This design comes from an exercise in tuning for small area, a short achievable clock period and few clock cycles per item on the open sky130 flow, not from production work.
The RTL was checked by simulation tests, not by an equivalence proof against the original design.
Power figures rest on the tool's default switching activity, not on a simulated workload.

==> design/flow/design.v <==
`timescale 1ns / 1ps
module ACC(
    clock,
    reset,
    ACCInEn,
    ACCDataIn,
    ACCNeg,
    ACCZero,
    ACCDataOut
);
parameter DataWidth = 32;
input  clock;
input  reset;
input  ACCInEn;
input  [DataWidth - 1 : 0] ACCDataIn;
output  ACCNeg;
output  ACCZero;
output [DataWidth - 1 : 0] ACCDataOut;
reg [DataWidth - 1 : 0] rACCDataOut;
assign ACCDataOut = rACCDataOut;
assign ACCNeg = rACCDataOut[31]; 
assign ACCZero = ~(((((((((((((((
    (ACCDataOut[0]  | ACCDataOut[1])   |
    (ACCDataOut[2]  | ACCDataOut[3]))  |
    (ACCDataOut[4]  | ACCDataOut[5]))  |
    (ACCDataOut[6]  | ACCDataOut[7]))  |
    (ACCDataOut[8]  | ACCDataOut[9]))  |
    (ACCDataOut[10] | ACCDataOut[11])) |
    (ACCDataOut[12] | ACCDataOut[13])) |
    (ACCDataOut[14] | ACCDataOut[15])) |
    (ACCDataOut[16] | ACCDataOut[17])) |
    (ACCDataOut[18] | ACCDataOut[19])) |
    (ACCDataOut[20] | ACCDataOut[21])) |
    (ACCDataOut[22] | ACCDataOut[23])) |
    (ACCDataOut[24] | ACCDataOut[25])) |
    (ACCDataOut[26] | ACCDataOut[27])) |
    (ACCDataOut[28] | ACCDataOut[29])) |
    (ACCDataOut[30] | ACCDataOut[31]));
always @(posedge reset or posedge clock)
begin
    if(reset == 1'b1)
        rACCDataOut <= 32'h0000;
    else if(ACCInEn == 1'b1)
        rACCDataOut <= ACCDataIn;
    else
        rACCDataOut <= rACCDataOut;
end
endmodule
`timescale 1ns / 1ps
module PC (     
                clock,
                reset,
                PCInEn,
                PCDataIn,
                PCDataOut
                );
parameter AddrWidth = 24;
input clock;
input reset;
input PCInEn;
input [AddrWidth - 1 : 0] PCDataIn;
output [AddrWidth - 1 : 0] PCDataOut;
reg [AddrWidth - 1 : 0] PCDataOut;
always @ (posedge reset or posedge clock)
begin
    if(reset == 1'b1)
         PCDataOut <= 24'h000;
    else
     if (PCInEn == 1'b1)
       PCDataOut <= PCDataIn;
    else
       PCDataOut <= PCDataOut;
end
endmodule
`timescale 1ns / 1ps
module  IR # (
    parameter DataWidth = 32,
              AddrWidth = 24,
              OpcodeSize = 8
) (
    input clock,
          reset,
          IRInEn,
    input [DataWidth - 1 : 0] IRDataIn,
    output reg [AddrWidth - 1 : 0] OperandOut,
    output reg [OpcodeSize - 1 : 0] OpCodeOut
);
always @ (posedge reset or posedge clock) begin
    if(reset == 1'b1) begin
        OperandOut <= 24'h00_0000;
        OpCodeOut  <= 8'h00;
    end else if(IRInEn == 1'b1) begin
        OperandOut <= IRDataIn [23:0];
        OpCodeOut  <= IRDataIn [31:24];
    end else begin
        OperandOut <= OperandOut;
        OpCodeOut  <= OpCodeOut;
    end
end
endmodule
`timescale 1ns / 1ps
module MUX12 # (
    parameter AddrWidth = 24
) (
    input [AddrWidth - 1 : 0] A_in,
                              B_in,
    input A_Select,
    output [AddrWidth - 1 : 0] Out
);
assign Out = A_Select ? A_in : B_in;
endmodule
`timescale 1ns / 1ps
module MUX16 (     
                    A_in,
                    B_in,
                    A_Select,
                    Out
                    );
parameter DataWidth = 32;
parameter AddrWidth = 24;
input  [AddrWidth - 1 : 0]  A_in;
input  [DataWidth - 1 : 0]  B_in;
input  A_Select;
output [DataWidth - 1 : 0]  Out;
assign Out = A_Select ? B_in : {8'b0, A_in};
endmodule
`timescale 1ns / 1ps
module ALU # (
   parameter DataWidth = 32,
             OpcodeSize = 8,
             StateSize = 2,
             FunctionSize = 8,
             LDA = 8'h0,
             STO = 8'h1,
             ADD = 8'h2,
             SUB = 8'h3,
             JMP = 8'h4,
             JGE = 8'h5,
             JNE = 8'h6,
             STP = 8'h7,
             SHR = 8'h8,
             SHL = 8'h9,
             AND = 8'ha,
             OR  = 8'hb,
             XOR = 8'hc,
             COM = 8'hd,
             SWP = 8'he,
             NOP = 8'hf,
             MAP = 9'h64,
             Init = 2'b00,
             InstrFetch = 2'b01,
             InstrExec  = 2'b10,
             FnAdd    = 8'b0000_0000,
             FnSub    = 8'b0000_0001,
             FnPassB = 8'b0000_0010,
             FnIncB    = 8'b0000_0011,
             FnShtR    = 8'b0000_0100,
             FnShtL    = 8'b0000_0101,
             FnAnd    = 8'b0000_0110,
             FnOr     = 8'b0000_0111,
             FnXor    = 8'b0000_1000,
             FnCom    = 8'b0000_1001,
             FnSwp    = 8'b0000_1010,
             FnNop   = 8'b0000_1011
) (
   input [DataWidth - 1 : 0] ALUSrcA,
                             ALUSrcB,
   input [OpcodeSize - 1 : 0] OpCode,
   input [StateSize - 1 : 0] CurrentState,
   output reg [DataWidth - 1 : 0] ALUDataOut
);
reg [FunctionSize - 1 : 0] FunctSel;
reg CIn;
wire [DataWidth - 1 : 0] AIn, BIn;
assign AIn = ALUSrcA;
assign BIn = ALUSrcB;
always @(OpCode or CurrentState) begin
   FunctSel <= FnPassB;
   CIn <= 0;
   if (CurrentState == InstrFetch) begin
      if (OpCode != STP) begin  
         FunctSel <= FnIncB;
         CIn <= 1;
      end else begin
         FunctSel <= FnPassB;
         CIn <= 0;
      end
   end else if(CurrentState == InstrExec) begin
      case (OpCode)
         LDA : begin
            FunctSel <= FnPassB;
            CIn <= 0;
         end
         STO : begin
            FunctSel <= FnAdd;
            CIn <= 0;
         end
         ADD : begin
            FunctSel <= FnAdd;
            CIn <= 0;
         end
         SUB : begin
            FunctSel <= FnSub;
            CIn <= 0;
         end
         JMP : begin
            FunctSel <= FnPassB;
            CIn <= 0;
         end
         JGE : begin
            FunctSel <= FnPassB;
            CIn <= 0;
         end
         JNE : begin
            FunctSel <= FnPassB;
            CIn <= 0;
         end
         STP : begin
            FunctSel <= FnPassB;
            CIn <= 0;
         end
         SHR : begin
            FunctSel <= FnShtR;
            CIn <= 0;
         end
         SHL : begin
            FunctSel <= FnShtL;
            CIn <= 0;
         end
         AND : begin
            FunctSel <= FnAnd;
            CIn <= 0;
         end
         OR : begin
            FunctSel <= FnOr;
            CIn <= 0;
         end
         XOR : begin
            FunctSel <= FnXor;
            CIn <= 0;
         end
         COM : begin
            FunctSel <= FnCom;
            CIn <= 0;
         end
         SWP : begin
            FunctSel <= FnSwp;
            CIn <= 0;
         end
         NOP : begin
            FunctSel <= FnNop;
            CIn <= 0;
         end
         default : ;
      endcase
   end
end
always @(AIn or BIn or CIn or FunctSel) begin
   case (FunctSel)
      FnAdd    :  ALUDataOut <= AIn + BIn;
      FnSub    :  ALUDataOut <= AIn - BIn;
      FnPassB  :  ALUDataOut <= BIn;
      FnIncB   :  ALUDataOut <= BIn + CIn;
      FnShtR   :  ALUDataOut <= AIn >> 1;
      FnShtL   :  ALUDataOut <= AIn << 1;
      FnAnd    :  ALUDataOut <= AIn & BIn;
      FnOr     :  ALUDataOut <= AIn | BIn;
      FnXor    :  ALUDataOut <= AIn ^ BIn;
      FnCom    :  ALUDataOut <= ~BIn;
      FnSwp    :  ALUDataOut <= {BIn[15:0],BIn[31:16]};
      FnNop    :  ALUDataOut <= BIn;
      default  :  ALUDataOut <= AIn + BIn;
   endcase
end
endmodule
`timescale 1ns / 1ps
module CNTRL # (
    parameter OpcodeSize = 8,
              StateSize = 2,
              Low = 1'b0,
              High = 1'b1,
              SelInstrAddr = 1'b0,
              SelOperandAddr = 1'b1,
              SelAddress = 1'b0,
              SelData = 1'b1,
              LDA = 8'h0,
              STO = 8'h1,
              ADD = 8'h2,
              SUB = 8'h3,
              JMP = 8'h4,
              JGE = 8'h5,
              JNE = 8'h6,
              STP = 8'h7,
              SHR = 8'h8, 
              SHL = 8'h9, 
              AND = 8'ha,
              OR  = 8'hb,
              XOR = 8'hc,
              COM = 8'hd,
              SWP = 8'he,
              NOP = 8'hf,
              MAP = 8'h64,
              Init = 2'b00,
              InstrFetch = 2'b01,
              InstrExec = 2'b10,
              InstrStop = 2'b11
) (
    input clock,
    input reset,
    input [OpcodeSize - 1 : 0] OpCode,
    input ACCNeg,
    input ACCZero,
    input Grant,
    output [StateSize - 1 : 0] NextState,
    output reg PCInEn,
    output reg IRInEn,
    output reg ACCInEn,
    output reg ACCOutEn,
    output reg MemReq,
    output reg RdWrBar,
    output reg AddressSel,
    output reg ALUSrcBSel
);
reg [1:0] state;
assign NextState = state;
always @(posedge reset or posedge clock) begin
    if(reset == 1'b1) begin
        state <= Init;        
    end else begin  
        casex ({Grant, OpCode, state})
            11'b0_xxxxxxxx_00 : state <= Init;
            11'b1_00000000_00 : state <= InstrFetch;
            11'b1_00000000_01 : state <= InstrExec;
            11'b1_00000001_01 : state <= InstrExec;
            11'b1_00000010_01 : state <= InstrExec;
            11'b1_00000011_01 : state <= InstrExec;
            11'b1_00000100_01 : state <= InstrExec;
            11'b1_00000101_01 : state <= InstrExec;
            11'b1_00000110_01 : state <= InstrExec;
            11'b1_00000111_01 : state <= InstrExec;
            11'b1_00001000_01 : state <= InstrExec;
            11'b1_00001001_01 : state <= InstrExec;
            11'b1_00001010_01 : state <= InstrExec;
            11'b1_00001011_01 : state <= InstrExec;
            11'b1_00001100_01 : state <= InstrExec;
            11'b1_00001101_01 : state <= InstrExec;
            11'b1_00001110_01 : state <= InstrExec;
            11'b1_00001111_01 : state <= InstrExec;
            11'b1_00010000_01 : state <= InstrExec;
            11'b1_00010001_01 : state <= InstrExec;
            11'b1_00010010_01 : state <= InstrExec;
            11'b1_00010011_01 : state <= InstrExec;
            11'b1_00010100_01 : state <= InstrExec;
            11'b1_00010101_01 : state <= InstrExec;
            11'b1_00010110_01 : state <= InstrExec;
            11'b1_00010111_01 : state <= InstrExec;
            11'b1_00011000_01 : state <= InstrExec;
            11'b1_00011001_01 : state <= InstrExec;
            11'b1_00011010_01 : state <= InstrExec;
            11'b1_00011011_01 : state <= InstrExec;
            11'b1_00011100_01 : state <= InstrExec;
            11'b1_00011101_01 : state <= InstrExec;
            11'b1_00011110_01 : state <= InstrExec;
            11'b1_00011111_01 : state <= InstrExec;
            11'b1_00100000_01 : state <= InstrExec;
            11'b1_00100001_01 : state <= InstrExec;
            11'b1_00100010_01 : state <= InstrExec;
            11'b1_00100011_01 : state <= InstrExec;
            11'b1_00100100_01 : state <= InstrExec;
            11'b1_00100101_01 : state <= InstrExec;
            11'b1_00100110_01 : state <= InstrExec;
            11'b1_00100111_01 : state <= InstrExec;
            11'b1_00101000_01 : state <= InstrExec;
            11'b1_00101001_01 : state <= InstrExec;
            11'b1_00101010_01 : state <= InstrExec;
            11'b1_00101011_01 : state <= InstrExec;
            11'b1_00101100_01 : state <= InstrExec;
            11'b1_00101101_01 : state <= InstrExec;
            11'b1_00101110_01 : state <= InstrExec;
            11'b1_00101111_01 : state <= InstrExec;
            11'b1_00110000_01 : state <= InstrExec;
            11'b1_00110001_01 : state <= InstrExec;
            11'b1_00110010_01 : state <= InstrExec;
            11'b1_00110011_01 : state <= InstrExec;
            11'b1_00110100_01 : state <= InstrExec;
            11'b1_00110101_01 : state <= InstrExec;
            11'b1_00110110_01 : state <= InstrExec;
            11'b1_00110111_01 : state <= InstrExec;
            11'b1_00111000_01 : state <= InstrExec;
            11'b1_00111001_01 : state <= InstrExec;
            11'b1_00111010_01 : state <= InstrExec;
            11'b1_00111011_01 : state <= InstrExec;
            11'b1_00111100_01 : state <= InstrExec;
            11'b1_00111101_01 : state <= InstrExec;
            11'b1_00111110_01 : state <= InstrExec;
            11'b1_00111111_01 : state <= InstrExec;
            11'b1_01000000_01 : state <= InstrExec;
            11'b1_01000001_01 : state <= InstrExec;
            11'b1_01000010_01 : state <= InstrExec;
            11'b1_01000011_01 : state <= InstrExec;
            11'b1_01000100_01 : state <= InstrExec;
            11'b1_01000101_01 : state <= InstrExec;
            11'b1_01000110_01 : state <= InstrExec;
            11'b1_01000111_01 : state <= InstrExec;
            11'b1_01001000_01 : state <= InstrExec;
            11'b1_01001001_01 : state <= InstrExec;
            11'b1_01001010_01 : state <= InstrExec;
            11'b1_01001011_01 : state <= InstrExec;
            11'b1_01001100_01 : state <= InstrExec;
            11'b1_01001101_01 : state <= InstrExec;
            11'b1_01001110_01 : state <= InstrExec;
            11'b1_01001111_01 : state <= InstrExec;
            11'b1_01010000_01 : state <= InstrExec;
            11'b1_01010001_01 : state <= InstrExec;
            11'b1_01010010_01 : state <= InstrExec;
            11'b1_01010011_01 : state <= InstrExec;
            11'b1_01010100_01 : state <= InstrExec;
            11'b1_01010101_01 : state <= InstrExec;
            11'b1_01010110_01 : state <= InstrExec;
            11'b1_01010111_01 : state <= InstrExec;
            11'b1_01011000_01 : state <= InstrExec;
            11'b1_01011001_01 : state <= InstrExec;
            11'b1_01011010_01 : state <= InstrExec;
            11'b1_01011011_01 : state <= InstrExec;
            11'b1_01011100_01 : state <= InstrExec;
            11'b1_01011101_01 : state <= InstrExec;
            11'b1_01011110_01 : state <= InstrExec;
            11'b1_01011111_01 : state <= InstrExec;
            11'b1_01100000_01 : state <= InstrExec;
            11'b1_01100001_01 : state <= InstrExec;
            11'b1_01100010_01 : state <= InstrExec;
            11'b1_01100011_01 : state <= InstrExec;
            11'b1_01100100_01 : state <= InstrExec;
            11'b1_01100101_01 : state <= InstrExec;
            11'b1_01100110_01 : state <= InstrExec;
            11'b1_01100111_01 : state <= InstrExec;
            11'b1_01101000_01 : state <= InstrExec;
            11'b1_01101001_01 : state <= InstrExec;
            11'b1_01101010_01 : state <= InstrExec;
            11'b1_01101011_01 : state <= InstrExec;
            11'b1_01101100_01 : state <= InstrExec;
            11'b1_01101101_01 : state <= InstrExec;
            11'b1_01101110_01 : state <= InstrExec;
            11'b1_01101111_01 : state <= InstrExec;
            11'b1_01110000_01 : state <= InstrExec;
            11'b1_01110001_01 : state <= InstrExec;
            11'b1_01110010_01 : state <= InstrExec;
            11'b1_01110011_01 : state <= InstrExec;
            11'b1_01110100_01 : state <= InstrExec;
            11'b1_01110101_01 : state <= InstrExec;
            11'b1_01110110_01 : state <= InstrExec;
            11'b1_01110111_01 : state <= InstrExec;
            11'b1_01111000_01 : state <= InstrExec;
            11'b1_01111001_01 : state <= InstrExec;
            11'b1_01111010_01 : state <= InstrExec;
            11'b1_01111011_01 : state <= InstrExec;
            11'b1_01111100_01 : state <= InstrExec;
            11'b1_01111101_01 : state <= InstrExec;
            11'b1_01111110_01 : state <= InstrExec;
            11'b1_01111111_01 : state <= InstrExec;
            11'b1_10000000_01 : state <= InstrExec;
            11'b1_10000001_01 : state <= InstrExec;
            11'b1_10000010_01 : state <= InstrExec;
            11'b1_10000011_01 : state <= InstrExec;
            11'b1_10000100_01 : state <= InstrExec;
            11'b1_10000101_01 : state <= InstrExec;
            11'b1_10000110_01 : state <= InstrExec;
            11'b1_10000111_01 : state <= InstrExec;
            11'b1_10001000_01 : state <= InstrExec;
            11'b1_10001001_01 : state <= InstrExec;
            11'b1_10001010_01 : state <= InstrExec;
            11'b1_10001011_01 : state <= InstrExec;
            11'b1_10001100_01 : state <= InstrExec;
            11'b1_10001101_01 : state <= InstrExec;
            11'b1_10001110_01 : state <= InstrExec;
            11'b1_10001111_01 : state <= InstrExec;
            11'b1_10010000_01 : state <= InstrExec;
            11'b1_10010001_01 : state <= InstrExec;
            11'b1_10010010_01 : state <= InstrExec;
            11'b1_10010011_01 : state <= InstrExec;
            11'b1_10010100_01 : state <= InstrExec;
            11'b1_10010101_01 : state <= InstrExec;
            11'b1_10010110_01 : state <= InstrExec;
            11'b1_10010111_01 : state <= InstrExec;
            11'b1_10011000_01 : state <= InstrExec;
            11'b1_10011001_01 : state <= InstrExec;
            11'b1_10011010_01 : state <= InstrExec;
            11'b1_10011011_01 : state <= InstrExec;
            11'b1_10011100_01 : state <= InstrExec;
            11'b1_10011101_01 : state <= InstrExec;
            11'b1_10011110_01 : state <= InstrExec;
            11'b1_10011111_01 : state <= InstrExec;
            11'b1_10100000_01 : state <= InstrExec;
            11'b1_10100001_01 : state <= InstrExec;
            11'b1_10100010_01 : state <= InstrExec;
            11'b1_10100011_01 : state <= InstrExec;
            11'b1_10100100_01 : state <= InstrExec;
            11'b1_10100101_01 : state <= InstrExec;
            11'b1_10100110_01 : state <= InstrExec;
            11'b1_10100111_01 : state <= InstrExec;
            11'b1_10101000_01 : state <= InstrExec;
            11'b1_10101001_01 : state <= InstrExec;
            11'b1_10101010_01 : state <= InstrExec;
            11'b1_10101011_01 : state <= InstrExec;
            11'b1_10101100_01 : state <= InstrExec;
            11'b1_10101101_01 : state <= InstrExec;
            11'b1_10101110_01 : state <= InstrExec;
            11'b1_10101111_01 : state <= InstrExec;
            11'b1_10110000_01 : state <= InstrExec;
            11'b1_10110001_01 : state <= InstrExec;
            11'b1_10110010_01 : state <= InstrExec;
            11'b1_10110011_01 : state <= InstrExec;
            11'b1_10110100_01 : state <= InstrExec;
            11'b1_10110101_01 : state <= InstrExec;
            11'b1_10110110_01 : state <= InstrExec;
            11'b1_10110111_01 : state <= InstrExec;
            11'b1_10111000_01 : state <= InstrExec;
            11'b1_10111001_01 : state <= InstrExec;
            11'b1_10111010_01 : state <= InstrExec;
            11'b1_10111011_01 : state <= InstrExec;
            11'b1_10111100_01 : state <= InstrExec;
            11'b1_10111101_01 : state <= InstrExec;
            11'b1_10111110_01 : state <= InstrExec;
            11'b1_10111111_01 : state <= InstrExec;
            11'b1_11000000_01 : state <= InstrExec;
            11'b1_11000001_01 : state <= InstrExec;
            11'b1_11000010_01 : state <= InstrExec;
            11'b1_11000011_01 : state <= InstrExec;
            11'b1_11000100_01 : state <= InstrExec;
            11'b1_11000101_01 : state <= InstrExec;
            11'b1_11000110_01 : state <= InstrExec;
            11'b1_11000111_01 : state <= InstrExec;
            11'b1_11001000_01 : state <= InstrExec;
            11'b1_11001001_01 : state <= InstrExec;
            11'b1_11001010_01 : state <= InstrExec;
            11'b1_11001011_01 : state <= InstrExec;
            11'b1_11001100_01 : state <= InstrExec;
            11'b1_11001101_01 : state <= InstrExec;
            11'b1_11001110_01 : state <= InstrExec;
            11'b1_11001111_01 : state <= InstrExec;
            11'b1_11010000_01 : state <= InstrExec;
            11'b1_11010001_01 : state <= InstrExec;
            11'b1_11010010_01 : state <= InstrExec;
            11'b1_11010011_01 : state <= InstrExec;
            11'b1_11010100_01 : state <= InstrExec;
            11'b1_11010101_01 : state <= InstrExec;
            11'b1_11010110_01 : state <= InstrExec;
            11'b1_11010111_01 : state <= InstrExec;
            11'b1_11011000_01 : state <= InstrExec;
            11'b1_11011001_01 : state <= InstrExec;
            11'b1_11011010_01 : state <= InstrExec;
            11'b1_11011011_01 : state <= InstrExec;
            11'b1_11011100_01 : state <= InstrExec;
            11'b1_11011101_01 : state <= InstrExec;
            11'b1_11011110_01 : state <= InstrExec;
            11'b1_11011111_01 : state <= InstrExec;
            11'b1_11100000_01 : state <= InstrExec;
            11'b1_11100001_01 : state <= InstrExec;
            11'b1_11100010_01 : state <= InstrExec;
            11'b1_11100011_01 : state <= InstrExec;
            11'b1_11100100_01 : state <= InstrExec;
            11'b1_11100101_01 : state <= InstrExec;
            11'b1_11100110_01 : state <= InstrExec;
            11'b1_11100111_01 : state <= InstrExec;
            11'b1_11101000_01 : state <= InstrExec;
            11'b1_11101001_01 : state <= InstrExec;
            11'b1_11101010_01 : state <= InstrExec;
            11'b1_11101011_01 : state <= InstrExec;
            11'b1_11101100_01 : state <= InstrExec;
            11'b1_11101101_01 : state <= InstrExec;
            11'b1_11101110_01 : state <= InstrExec;
            11'b1_11101111_01 : state <= InstrExec;
            11'b1_11110000_01 : state <= InstrExec;
            11'b1_11110001_01 : state <= InstrExec;
            11'b1_11110010_01 : state <= InstrExec;
            11'b1_11110011_01 : state <= InstrExec;
            11'b1_11110100_01 : state <= InstrExec;
            11'b1_11110101_01 : state <= InstrExec;
            11'b1_11110110_01 : state <= InstrExec;
            11'b1_11110111_01 : state <= InstrExec;
            11'b1_11111000_01 : state <= InstrExec;
            11'b1_11111001_01 : state <= InstrExec;
            11'b1_11111010_01 : state <= InstrExec;
            11'b1_11111011_01 : state <= InstrExec;
            11'b1_11111100_01 : state <= InstrExec;
            11'b1_11111101_01 : state <= InstrExec;
            11'b1_11111110_01 : state <= InstrExec;
            11'b1_11111111_01 : state <= InstrExec;
            11'b1_00000111_10 : state <= InstrStop;
            11'b1_xxxxxxxx_10 : state <= InstrFetch;
            11'b1_00000111_11 : state <= Init;
            default : state <= Init;
        endcase
    end
end
always @(reset or state or ACCNeg or ACCZero or OpCode) begin
    if (reset == 1'b1) begin
        PCInEn          <= Low;
        IRInEn          <= Low;
        ACCInEn         <= Low;
        ACCOutEn        <= Low;
        MemReq          <= Low;
        RdWrBar         <= Low;
        AddressSel      <= Low;
        ALUSrcBSel      <= Low;
    end else if (state == InstrFetch) begin
        PCInEn          <= High;
        IRInEn          <= High;
        ACCInEn         <= Low;
        ACCOutEn        <= Low;
        MemReq          <= High;
        RdWrBar         <= High;
        AddressSel      <= SelInstrAddr;
        ALUSrcBSel      <= SelAddress;
    end else if (state == InstrExec) begin
        case (OpCode)
            LDA : begin
                PCInEn          <= Low;
                IRInEn          <= Low;
                ACCInEn         <= High;
                ACCOutEn        <= Low;
                MemReq          <= High;
                RdWrBar         <= High;
                AddressSel      <= SelOperandAddr;
                ALUSrcBSel      <= SelData;
            end
            STO : begin
                PCInEn          <= Low;
                IRInEn          <= Low;
                ACCInEn         <= Low;
                ACCOutEn        <= High;
                MemReq          <= High;
                RdWrBar         <= Low;
                AddressSel      <= SelOperandAddr;
                ALUSrcBSel      <= SelAddress;
            end
            ADD : begin
                PCInEn          <= Low;
                IRInEn          <= Low;
                ACCInEn         <= High;
                ACCOutEn        <= Low;
                MemReq          <= High;
                RdWrBar         <= High;
                AddressSel      <= SelOperandAddr;
                ALUSrcBSel      <= SelData;
            end
            SUB : begin
                PCInEn          <= Low;
                IRInEn          <= Low;
                ACCInEn         <= High;
                ACCOutEn        <= Low;
                MemReq          <= High;
                RdWrBar         <= High;
                AddressSel      <= SelOperandAddr;
                ALUSrcBSel      <= SelData;
            end
            JMP : begin
                PCInEn          <= High;
                IRInEn          <= Low;
                ACCInEn         <= Low;
                ACCOutEn        <= Low;
                MemReq          <= Low;
                RdWrBar         <= High;
                AddressSel      <= SelOperandAddr;
                ALUSrcBSel      <= SelAddress;
            end
            JGE : begin
                PCInEn          <= ~ACCNeg;
                IRInEn          <= Low;
                ACCInEn         <= Low;
                ACCOutEn        <= Low;
                MemReq          <= Low;
                RdWrBar         <= High;
                AddressSel      <= SelOperandAddr;
                ALUSrcBSel      <= SelAddress;
            end
            JNE : begin
                PCInEn          <= ~ACCZero;
                IRInEn          <= Low;
                ACCInEn         <= Low;
                ACCOutEn        <= Low;
                MemReq          <= Low;
                RdWrBar         <= High;
                AddressSel      <= SelOperandAddr;
                ALUSrcBSel      <= SelAddress;
            end
            STP : begin
                PCInEn          <= Low;
                IRInEn          <= Low;
                ACCInEn         <= Low;
                ACCOutEn        <= Low;
                MemReq          <= Low;
                RdWrBar         <= High;
                AddressSel      <= SelAddress;
                ALUSrcBSel      <= SelAddress;
            end
            SHR : begin
                PCInEn          <= Low;
                IRInEn          <= Low;
                ACCInEn         <= High;
                ACCOutEn        <= Low;
                MemReq          <= Low;
                RdWrBar         <= Low;
                AddressSel      <= SelOperandAddr;
                ALUSrcBSel      <= SelAddress;
            end
            SHL : begin
                PCInEn          <= Low;
                IRInEn          <= Low;
                ACCInEn         <= High;
                ACCOutEn        <= Low;
                MemReq          <= Low;
                RdWrBar         <= Low;
                AddressSel      <= SelOperandAddr;
                ALUSrcBSel      <= SelAddress;
            end
            AND : begin
                PCInEn          <= Low;
                IRInEn          <= Low;
                ACCInEn         <= High;
                ACCOutEn        <= Low;
                MemReq          <= High;
                RdWrBar         <= High;
                AddressSel      <= SelOperandAddr;
                ALUSrcBSel      <= SelData;
            end
            OR : begin
                PCInEn          <= Low;
                IRInEn          <= Low;
                ACCInEn         <= High;
                ACCOutEn        <= Low;
                MemReq          <= High;
                RdWrBar         <= High;
                AddressSel      <= SelOperandAddr;
                ALUSrcBSel      <= SelData;
            end
            XOR : begin
                PCInEn          <= Low;
                IRInEn          <= Low;
                ACCInEn         <= High;
                ACCOutEn        <= Low;
                MemReq          <= High;
                RdWrBar         <= High;
                AddressSel      <= SelOperandAddr;
                ALUSrcBSel      <= SelData;
            end
            COM : begin
                PCInEn          <= Low;
                IRInEn          <= Low;
                ACCInEn         <= High;
                ACCOutEn        <= Low;
                MemReq          <= High;
                RdWrBar         <= High;
                AddressSel      <= SelOperandAddr;
                ALUSrcBSel      <= SelData;
            end
            SWP : begin
                PCInEn          <= Low;
                IRInEn          <= Low;
                ACCInEn         <= High;
                ACCOutEn        <= Low;
                MemReq          <= High;
                RdWrBar         <= High;
                AddressSel      <= SelOperandAddr;
                ALUSrcBSel      <= SelData;
            end
            NOP : begin
                PCInEn          <= Low;
                IRInEn          <= Low;
                ACCInEn         <= Low;
                ACCOutEn        <= Low;
                MemReq          <= Low;
                RdWrBar         <= High;
                AddressSel      <= SelOperandAddr;
                ALUSrcBSel      <= SelAddress;
            end
            default : begin
                PCInEn          <= Low;
                IRInEn          <= Low;
                ACCInEn         <= Low;
                ACCOutEn        <= Low;
                MemReq          <= Low;
                RdWrBar         <= High;
                AddressSel      <= SelOperandAddr;
                ALUSrcBSel      <= SelAddress;
            end
        endcase
    end else begin  
        PCInEn                  <= Low;
        IRInEn                  <= Low;
        ACCInEn                 <= Low;
        ACCOutEn                <= Low;
        MemReq                  <= Low;
        RdWrBar                 <= High;
        AddressSel              <= SelAddress;
        ALUSrcBSel              <= SelAddress;
    end
end
endmodule
`timescale 1ns / 10ps
module risc( 
                reset,
                clk0,
                mem_datain,
                paddr,
                mem_dataout,
                mem_req,
                mem_rdwr,
                halted
                );
parameter padd_size    = 24;
parameter data_size    = 32;
parameter DataWidth = 32;
parameter AddrWidth = 24;
parameter OpcodeWidth = 8;
parameter StateSize = 2;
input reset;
input clk0;
input [data_size - 1 : 0]mem_datain;
output [padd_size - 1 : 0]paddr;
output halted;
output [data_size - 1 : 0]mem_dataout;
output mem_req;
output mem_rdwr;
wire reset;
wire clk0;
wire [data_size - 1 : 0]mem_datain;
wire [padd_size - 1 : 0]paddr;
wire halted;
wire [data_size - 1 : 0]mem_dataout;
wire mem_req;
wire mem_rdwr;
wire [AddrWidth - 1 : 0] instraddress;
wire [DataWidth - 1 : 0] aludataout;
wire pcinen;
wire [AddrWidth - 1 : 0] operandaddress;
wire [OpcodeWidth - 1 : 0] opcode;
wire irinen;
wire [DataWidth - 1 : 0] accdataout;
wire accneg;
wire acczero;
wire accinen;
wire [StateSize - 1 : 0] currentstate;
wire [DataWidth - 1 : 0] mux16out;
wire [AddrWidth - 1 : 0] address;
wire addresssel;
wire alusrcbsel;
wire walusrcbsel;
wire accouten;
wire memreq;
wire rdwrbar;
wire Halted;
assign halted = Halted;
assign paddr = address;
assign mem_dataout = accouten? accdataout: 32'h0;
assign Halted = (opcode == 7) ? 1'b1 : 1'b0;
assign walusrcbsel = alusrcbsel;
assign mem_req = memreq;
assign mem_rdwr = rdwrbar;
PC ProgramCounter (     
                            .clock(clk0),
                            .reset(reset),
                            .PCInEn(pcinen),
                            .PCDataIn(aludataout[23:0]),
                            .PCDataOut(instraddress)
                            );
IR InstructionRegister (     
                                    .clock(clk0),
                                    .reset(reset),
                                    .IRInEn(irinen),
                                    .IRDataIn(mem_datain),
                                    .OperandOut(operandaddress),
                                    .OpCodeOut(opcode)
                                    );
ACC Accumulator (     
                        .clock(clk0),
                        .reset(reset),
                        .ACCInEn(accinen),
                        .ACCDataIn(aludataout),
                        .ACCNeg(accneg),
                        .ACCZero(acczero),
                        .ACCDataOut(accdataout)
                    );
ALU ALU             (     
                        .ALUSrcA(accdataout),
                        .ALUSrcB(mux16out),
                        .OpCode(opcode),
                        .CurrentState(currentstate),
                        .ALUDataOut(aludataout)
                    );
MUX12 Mux12         (     
                            .A_in(operandaddress),
                            .B_in(instraddress),
                            .A_Select(addresssel),
                            .Out(address)
                        );
MUX16 Mux16         (     
                            .A_in(address),
                            .B_in(mem_datain),
                            .A_Select(walusrcbsel),
                            .Out(mux16out)
                        );
CNTRL ControlUnit (     
                            .clock(clk0),
                            .reset(reset),
                            .OpCode(opcode),
                            .ACCNeg(accneg),
                            .ACCZero(acczero),
                            .Grant(1'b1),
                            .NextState(currentstate),
                            .PCInEn(pcinen),
                            .IRInEn(irinen),
                            .ACCInEn(accinen),
                            .ACCOutEn(accouten),
                            .MemReq(memreq),
                            .RdWrBar(rdwrbar),
                            .AddressSel(addresssel),
                            .ALUSrcBSel(alusrcbsel)
                            );
endmodule
==> design/flow/run.sh <==
#!/bin/bash
# synth_recipe.tcl (not shown) runs the flow's synth.tcl, then flattens the netlist and writes it again
# the make line also repeats each setting of config.mk as NAME=value (left out here)
make -C /OpenROAD-flow-scripts/flow DESIGN_CONFIG=/design/flow/config.mk WORK_HOME=/design/flow/orfs CLKGATE_MAP_FILE= SYNTH_SCRIPT=/design/flow/synth_recipe.tcl finish
==> design/flow/config.mk <==
export PLATFORM = sky130hd
export DESIGN_NAME = risc
export DESIGN_NICKNAME = risc
export VERILOG_FILES = /design/flow/design.v
export SDC_FILE = /design/flow/constraint.sdc
export NUM_CORES = 4
export LEC_CHECK = 0
export CAP_MARGIN = 20
export CORE_MARGIN = 2
export CORE_UTILIZATION = 40
export SLEW_MARGIN = 20
==> design/flow/constraint.sdc <==
create_clock -name core_clock -period 6.5 [get_ports {clk0}]
set_input_delay 1.3000 -clock core_clock [delete_from_list [all_inputs] [get_ports {clk0}]]
set_output_delay 1.3000 -clock core_clock [all_outputs]
set_load 0.01 [all_outputs]
==> impl_metrics.toml, run 1 <==
[timing]
tightest_slew_ns = 1.21
layout_setup_ws_ns = 0.627
slew_violations = 0
relSlewSlack_pct = 19.6
rsz0062_at_grt = "no"
post-route-period-util_pct = 90.4
setup_tns_ns = 0
fmaxAchievable_ghz = 0.170
final.setup_skew_ns = 0.0136
finalSetupViolCount = 0
final-hold-violation-count = 0
fin_crit_ns = 5.87

[die]
num_rows = 62
start_util_pct = 40.7
coreArea_sq_mm = 0.0287
die-area_sq_mm = 0.0306
fp.dieW_microns = 175
ios = 93
die_y_microns = 175

[clock_tree]
cts.repair.resized = 0
htree_levels = 3
ctsRootBufferMaster = "clkbuf_16"
cts_buffers = 9
clkLatencyLatePin_ns = 0.37
clock-sinks = 90
clockBufferDepth = 2
tritoncts = "yes"
cts_setup_buffers = 0
clk_pin_slew_worst_paths_ns = 0.08
cts_hold_buf = 0

[yosys]
yosys.area_share.simple_pct = 17.9
synth.area.top_cells = "dfrtp_1 19%, ha_1 14%, mux2_2 8.4%, a21oi_1 4.3%, nor2_1 3.9%"
synth_compound_area_share_pct = 25.2
synth-seq-cells = 90
synthArstFlopShare_pct = 100
yosysTopAreaCellShare_pct = 19.3
yosys_warnings = 5
synth-edff-count = 0
synth_top_family_by_area = "compound AO/OA/AOI/OAI gates"
avgSynthCellArea_sq_um = 8.21
synth_fa_ha_area_share_pct = 14.7
yosysSeqAreaShare_pct = 19.3
synth_nets = 1594
synth-xor-area-share_pct = 1.80
synthCells = 1424
yosysUniqueCellTypes = 96
ys.flop_type = "dfrtp_1"
synth_top_cell_by_area = "dfrtp_1"
synthMuxAreaShare_pct = 14.7
netlist_area_sq_mm = 0.0117

[global_routing]
grt_start_max_net_pins = 66
track_usage_pct = 32.2
antenna_found_initial = 2
grt_pass1_vias = 11635
grt_pass1_wl_mm = 73.9
overflow = 0

[setup_path]
endpoint_kind = "register"
crit_arrival_ns = 6.13
path_class = "input pin to register"
ff2ff_path_depth = 16
crit_fanout = 10
setup.worst_path.end = "Accumulator.rACCDataOut[25]"
r2r_start = "InstructionRegister.OpCodeOut[5]"
startpoint_type = "input pin"
rrSetupSlack_ns = 0.67
required_ns = 6.75
r2r_end = "Accumulator.rACCDataOut[25]"
startpoint = "reset"

[drt]
num_vias = 12323
vias_per_cell = 6.50
drt-wirelength-per-cell_microns = 26.6
dr.first_iter.drc_count = 1569
firstDrtPassIters = 7
drc = 0
drtAntennaViolNets = 0
wl_mm = 50.4

[power_and_ir_drop]
netSwitchingPower_uw = 3340
vdd_drop_max_mv = 0.178
p_seq_share_pct = 18.2
clock_power_share_pct = 8.9
swShare_pct = 54.7
p_leak_uw = 0.00591
pwr-share-comb_pct = 72.9
power_per_cell_area_mw_per_mm2 = 452
cellInternalPower_uw = 2770

[place]
dpl-instance-area_sq_mm = 0.0132
gp_congestion = 1.06
dp.cells = 1879
pre_cts_slack_ns = 0.402
io_buffers = 92
dpl.hpwl_mm = 37.9

[cells_and_area]
drive_above_1_share_pct = 14.0
final_cells = 1896
final_cell_area_sq_mm = 0.0135
fin_util_pct = 47.1
nets = 1676
syn2layout_area_growth_pct = 15.8
fill_cells = 2843

[hold_path]
worstHoldPathType = "register to register"

[outcome]
status = "complete, no violations"

[job]
max_cap_violations = 0
[sequential cells by signal (all words and copies together) (netlist names)]
name,cells
ControlUnit.state,2
InstructionRegister.OpCodeOut,8
InstructionRegister.OperandOut,24
ProgramCounter.PCDataOut,24
Accumulator.rACCDataOut,32
[power groups by stage]
| stage | Clock [uW] | Combinational (uW) | Sequential [uW] |
|---|---|---|---|
| 6_report | 544 | 4460 | 1110 |
| 5_1_grt | 563 | 4770 | 1140 |
| 4_1_cts | 543 | 4320 | 1100 |
| 3_5_place_dp | 0 | 4290 | 1110 |
| 3_3_place_gp | 0 | 4270 | 1110 |
| 2_1_floorplan | 0 | 2950 | 947 |
[per-layer routing]
layer / GRT usage [%] / vias up / wire length, microns
li1: - / 5418 / -
met1: 43.1 / 5962 / 20800
met2: 49.0 / 794 / 21700
met3: 6.20 / 149 / 5200
met4: 16.9 / 0 / 2800
met5: 0 / - / 0
[critical path, stage by stage]
cell,delay (ns)
clkdlybuf4s50_1,0.52
clkinvlp_4,0.11
o211ai_2,0.32
buf_12,0.22
mux2_2,0.34
mux2i_1,0.32
inv_1,0.15
ha_1,0.31
o211ai_1,0.08
o21ai_0,0.52
o2111ai_1,0.30
buf_4,0.23
a2111oi_0,0.61
o31ai_1,0.18
mux2_2,0.26
nor3_1,0.04
a211o_1,0.30
[layout by cell type (no fill, tap or decap), types with 8 or more instances in the layout]
cell             count
o21bai_1            16
o21a_1              10
mux2i_1             39
o211ai_1            23
o31ai_1             10
and3_1               9
and2_1              40
nor4_1              15
a32oi_1              8
nor2_1             120
o21ai_0             80
nand4_1             14
dfrtp_1             90
nand2_1            100
nand3_1             20
a31oi_1             24
o2111ai_1           11
a211o_1              8
inv_1              113
nor2b_1              9
a221oi_1            11
xor2_1               9
buf_4               44
a211oi_1            13
clkbuf_16            9
ha_1               134
xnor2_1             15
clkdlybuf4s50_1     92
nor3_1              27
a21o_1              16
o22ai_1             12
a2111oi_0            8
nand2b_1            12
a21oi_1             99
mux2_2              86
[final cells by class]
cell class	instances	area, sq um	share of cell area, %
multi-input cells	1150	8780	64.9
clock buffers	10	229	1.69
well taps	384	480	3.55
clock inverters	6	48.8	0.361
inverters	117	443	3.27
flip-flops and latches	90	2250	16.6
repair buffers	138	1290	9.54
diodes	1	2.50	0.0185
[cells by family after synthesis]
logic type | count (synthesis)
mux | 143
simple gates | 414
compound gates | 433
flops | 90
fa+ha+maj | 136
xor+xnor | 24
buf+inv | 184
[cells in the mapped netlist (20+ instances only)]
master,number
clkbuf_1,43
o21ai_0,80
nand2_1,100
nor3_1,27
and2_1,40
o211ai_1,23
nor2_1,121
nand3_1,20
inv_1,114
a31oi_1,24
a21oi_1,100
mux2i_1,40
mux2_2,87
dfrtp_1,90
ha_1,134
[metrics by stage]
step | total power, uW | hold WS, ns
2_1_floorplan | 3900 | 0.439
3_3_place_gp | 5370 | 0.461
3_5_place_dp | 5390 | 0.476
4_1_cts | 5960 | 0.493
5_1_grt | 6470 | 0.502
6_report | 6110 | 0.495
[worst min-delay path by stage]
stage | slack, ns | start | end | cells after the start
3_3_place_gp | 0.46 | ControlUnit.state[0] | ControlUnit.state[0] | 1
4_1_cts | 0.49 | ControlUnit.state[0] | ControlUnit.state[0] | 1
2_1_floorplan | 0.44 | ControlUnit.state[0] | ControlUnit.state[0] | 1
5_1_grt | 0.50 | ControlUnit.state[0] | ControlUnit.state[0] | 1
3_5_place_dp | 0.48 | ControlUnit.state[0] | ControlUnit.state[0] | 1
6_report | 0.49 | ControlUnit.state[0] | ControlUnit.state[0] | 1
Testbench counts, summed over its fixed seeds: cycles 74,054, instructions 36,867.
==> run 2: changes to the inputs <==
==> design/flow/design.v (replaced) <==
`timescale 1ns / 10ps
module risc (
    input         reset,
    input         clk0,
    input  [31:0] mem_datain,
    output [23:0] paddr,
    output [31:0] mem_dataout,
    output        mem_req,
    output        mem_rdwr,
    output        halted
);
reg  [23:0] pc;     
reg  [31:0] acc;
reg  [31:0] ir;     
reg  [3:0]  op;     
reg         e;      
wire       run  = (op != 4'h7);
wire       fcyc = ~e & run;
wire acc_nz = |acc;
wire take   = (op == 4'h4) | ((op == 4'h5) & ~acc[31]) | ((op == 4'h6) & acc_nz);
wire [23:0] faddr = take ? ir[23:0] : pc;
assign paddr       = e ? ir[23:0] : faddr;
assign mem_dataout = acc;
assign mem_req     = run;
assign mem_rdwr    = ~(e & (op == 4'h1));
assign halted      = ~run;
wire [3:0] nop  = (mem_datain[31:28] == 4'h0) ? mem_datain[27:24] : 4'hf;
wire       nmem = (nop <= 4'h3) | ((nop >= 4'ha) & (nop <= 4'he));
reg [31:0] acc_n;
always @* begin
    case (op)
        4'h0: acc_n = ir;
        4'h2: acc_n = acc + ir;
        4'h3: acc_n = acc - ir;
        4'h8: acc_n = {1'b0, acc[31:1]};
        4'h9: acc_n = {acc[30:0], 1'b0};
        4'ha: acc_n = acc & ir;
        4'hb: acc_n = acc | ir;
        4'hc: acc_n = acc ^ ir;
        4'hd: acc_n = ~ir;
        4'he: acc_n = {ir[15:0], ir[31:16]};
        default: acc_n = acc;
    endcase
end
always @(posedge clk0)
    ir <= mem_datain;
always @(posedge clk0 or posedge reset) begin
    if (reset) begin
        pc  <= 24'h0;
        acc <= 32'h0;
        op  <= 4'hf;
        e   <= 1'b0;
    end else if (fcyc) begin
        pc  <= faddr + 24'h1;
        acc <= acc_n;
        op  <= nop;
        e   <= nmem;
    end else begin
        e   <= 1'b0;
    end
end
endmodule
==> impl_metrics.toml, run 2 <==
[yosys]
synth-seq-cells = 93
synth_top_cell_by_area = "dfrtp_1"
synthCells = 1249
yosysSeqAreaShare_pct = 23.0
synthArstFlopShare_pct = 65.6
synth-edff-count = 0
netlist_area_sq_mm = 0.00945
avgSynthCellArea_sq_um = 7.56
yosysUniqueCellTypes = 76
synth_nets = 1381
synth.area.top_cells = "dfrtp_1 15%, ha_1 13%, dfxtp_1 6.8%, a21oi_1 6.5%, o21ai_0 5.0%"
yosysTopAreaCellShare_pct = 15.1
ys.flop_type = "dfrtp_1"
yosysMostFrequentCell = "nand2_1"
synth_commonest_cells = "124 x nand2_1, 123 x a21oi_1, 106 x nor2_1"
yosys_warnings = 1

[timing]
rsz0062_at_grt = "no"
final-hold-violation-count = 0
setup_tns_ns = 0
tightest_slew_ns = 1.14
slew_violations = 0
fin_crit_ns = 5.12
fmaxAchievable_ghz = 0.195
finalSetupViolCount = 0
post-route-period-util_pct = 78.8
relSlewSlack_pct = 23.6
final.setup_skew_ns = 0.0112

[cells_and_area]
fin_util_pct = 46.8
nets = 1417
drive_above_1_share_pct = 6.74
most-common-layout-cells = "124 x nand2_1, 123 x a21oi_1, 105 x nor2_1"
fill_cells = 2365
antenna_cells = 0
reg.largest.list = "acc (32), ir (32), pc (24)"
syn2layout_area_growth_pct = 15.5
final_common_cell = "nand2_1"

[hold_path]
min_delay_path_depth = 2
hold_path_startpoint = "pc[1]"
holdPathEnd = "pc[1]"
worstHoldPathType = "register to register"

[die]
ios = 93
fp.dieW_microns = 158
num_rows = 56
die_y_microns = 158
start_util_pct = 40.5
die-area_sq_mm = 0.0249
coreArea_sq_mm = 0.0233

[drt]
firstDrtPassIters = 6
drt-wirelength-per-cell_microns = 22.5
dr.first_iter.drc_count = 871
drtAntennaViolNets = 0
vias_per_cell = 6.18
drc = 0
num_vias = 9951
wl_mm = 36.3

[setup_path]
startpoint = "op[0]"
path_class = "register to register"
r2r_end = "acc[31]"
startpoint_type = "register"
ff2ff_path_depth = 13
crit_fanout = 30
required_ns = 6.79
r2r_start = "op[0]"
crit_arrival_ns = 5.41
rrSetupSlack_ns = 1.38
endpoint_kind = "register"

[clock_tree]
tritoncts = "yes"
ctsRootBufferMaster = "clkbuf_16"
cts_hold_buf = 0
htree_levels = 3
clockBufferDepth = 2
cts_buffers = 9
clk_pin_slew_worst_paths_ns = 0.08
cts_setup_buffers = 0
clock-sinks = 93
cts.repair.resized = 0
clkLatencyLatePin_ns = 0.36

[global_routing]
grt_pass1_vias = 9556
track_usage_pct = 29.3
overflow = 0
antenna_found_initial = 0
grt_pass1_wl_mm = 55.6
grt_start_max_net_pins = 60

[place]
io_buffers = 92
gp_congestion = 0.967
dpl.hpwl_mm = 26.2

[power_and_ir_drop]
vdd_drop_max_mv = 0.113
power_per_cell_area_mw_per_mm2 = 121
p_leak_uw = 0.00446

[outcome]
status = "complete, no violations"

[job]
max_cap_violations = 0
[run 2: cell count changes in the layout (fill, tap and decap cells not counted), moves of 17 or more]
cell,change
a21oi_1,+24
a221oi_1,+17
and2_1,-35
buf_4,-25
dfrtp_1,-33
dfxtp_1,+32
ha_1,-37
inv_1,-32
mux2_2,-63
mux2i_1,-26
nand2_1,+24
xnor2_1,+29
[run 2: critical path, stage by stage, from the launching register on]
cell	delay, ns
dfstp_2	0.90
nand3_1	0.67
o21ai_0	0.54
inv_1	0.09
ha_1	0.28
nand2b_1	0.07
a21oi_1	0.36
o21ai_1	0.24
o41ai_2	0.70
a31oi_1	0.31
o21ai_1	0.40
a21oi_1	0.11
a31o_1	0.20
a32oi_1	0.17
[run 2: cell families after synthesis]
family | after synthesis | synth area share, %
buf+inv | 169 | 6.90
compound gates | 425 | 29.1
xor+xnor | 54 | 5.09
mux | 37 | 4.28
simple gates | 373 | 18.6
fa+ha+maj | 98 | 13.1
flops | 93 | 23.0
[run 2: worst max path at each step]
| stage | endpoint | slack, ns | depth (start not counted) |
|---|---|---|---|
| floorplan | acc[28] | 2.62 | 16 |
| global placement | acc[31] | 1.69 | 13 |
| detailed placement | acc[31] | 1.52 | 13 |
| CTS | paddr[22] | 1.49 | 7 |
| global route | acc[29] | 1.07 | 13 |
| finish | acc[31] | 1.38 | 13 |
[run 2: routing by layer]
layer	vias to the layer above	GRT usage (%)	routed length [microns]
li1	4651	-	-
met1	4730	38.3	15800
met2	479	46.9	16200
met3	91	5.72	2790
met4	0	13.1	1510
met5	-	0	0
[run 2: area by class of cell]
type | instances | area, sq um | area share (%)
Multi-Input combinational cell | 987 | 6670 | 61.1
Sequential cell | 93 | 2170 | 19.9
Timing Repair Buffer | 111 | 1060 | 9.75
Tap cell | 319 | 399 | 3.66
Inverter | 83 | 312 | 2.86
Clock buffer | 11 | 233 | 2.13
Clock inverter | 5 | 60.1 | 0.550
[run 2: report_power, final]
part           internal [uW]  switching (uW)
combinational           59.6            84.7
sequential               586            35.9
clock                    301             250
total                    946             371
[run 2: metrics by stage]
stage,power [uW],std cells,area [sq um],worst slack [ns],hold WS (ns)
3_3_place_gp,773,1593,10600,1.69,0.515
5_1_grt,1370,1609,10900,1.07,0.581
3_5_place_dp,774,1593,10600,1.52,0.523
4_1_cts,1330,1609,10900,1.49,0.543
6_report,1320,1609,10900,1.38,0.545
2_1_floorplan,703,1249,9450,2.62,0.491
Testbench counts of run 2, summed over its fixed seeds: cycles 64,339, instructions 36,867.

==> re-timing with driven ports <==
How much do the figures lean on ideal ports? The routed layouts below were timed once more, with nothing changed but the port constraints. Step 1 (the two cells are an assumption about what drives the block):
set clk [get_ports {clk0}]
set_driving_cell -lib_cell sky130_fd_sc_hd__clkbuf_16 $clk
set_driving_cell -lib_cell sky130_fd_sc_hd__buf_2 [delete_from_list [all_inputs] $clk]
Step 2 times the ports against the registers' clock, not the clock port: input delays grow and output delays shrink by t, the midpoint of the rising clock arrivals with the driver on. Slacks: ideal / step 1 / step 2; pairs: ideal / step 1.
run | t (ns) | setup slack, ns | latest minus earliest clock arrival (ns)
run 1 | 0.412 | 0.627 / 0.649 / 0.237 | 0.014 / 0.014
run 2 | 0.405 | 1.379 / 1.379 / 1.379 | 0.011 / 0.012
After both steps setup and hold are still met in every run listed. For run 1, which loses most, drivers alone change the setup slack by +0.022 ns; drivers and shift together by -0.390 ns.
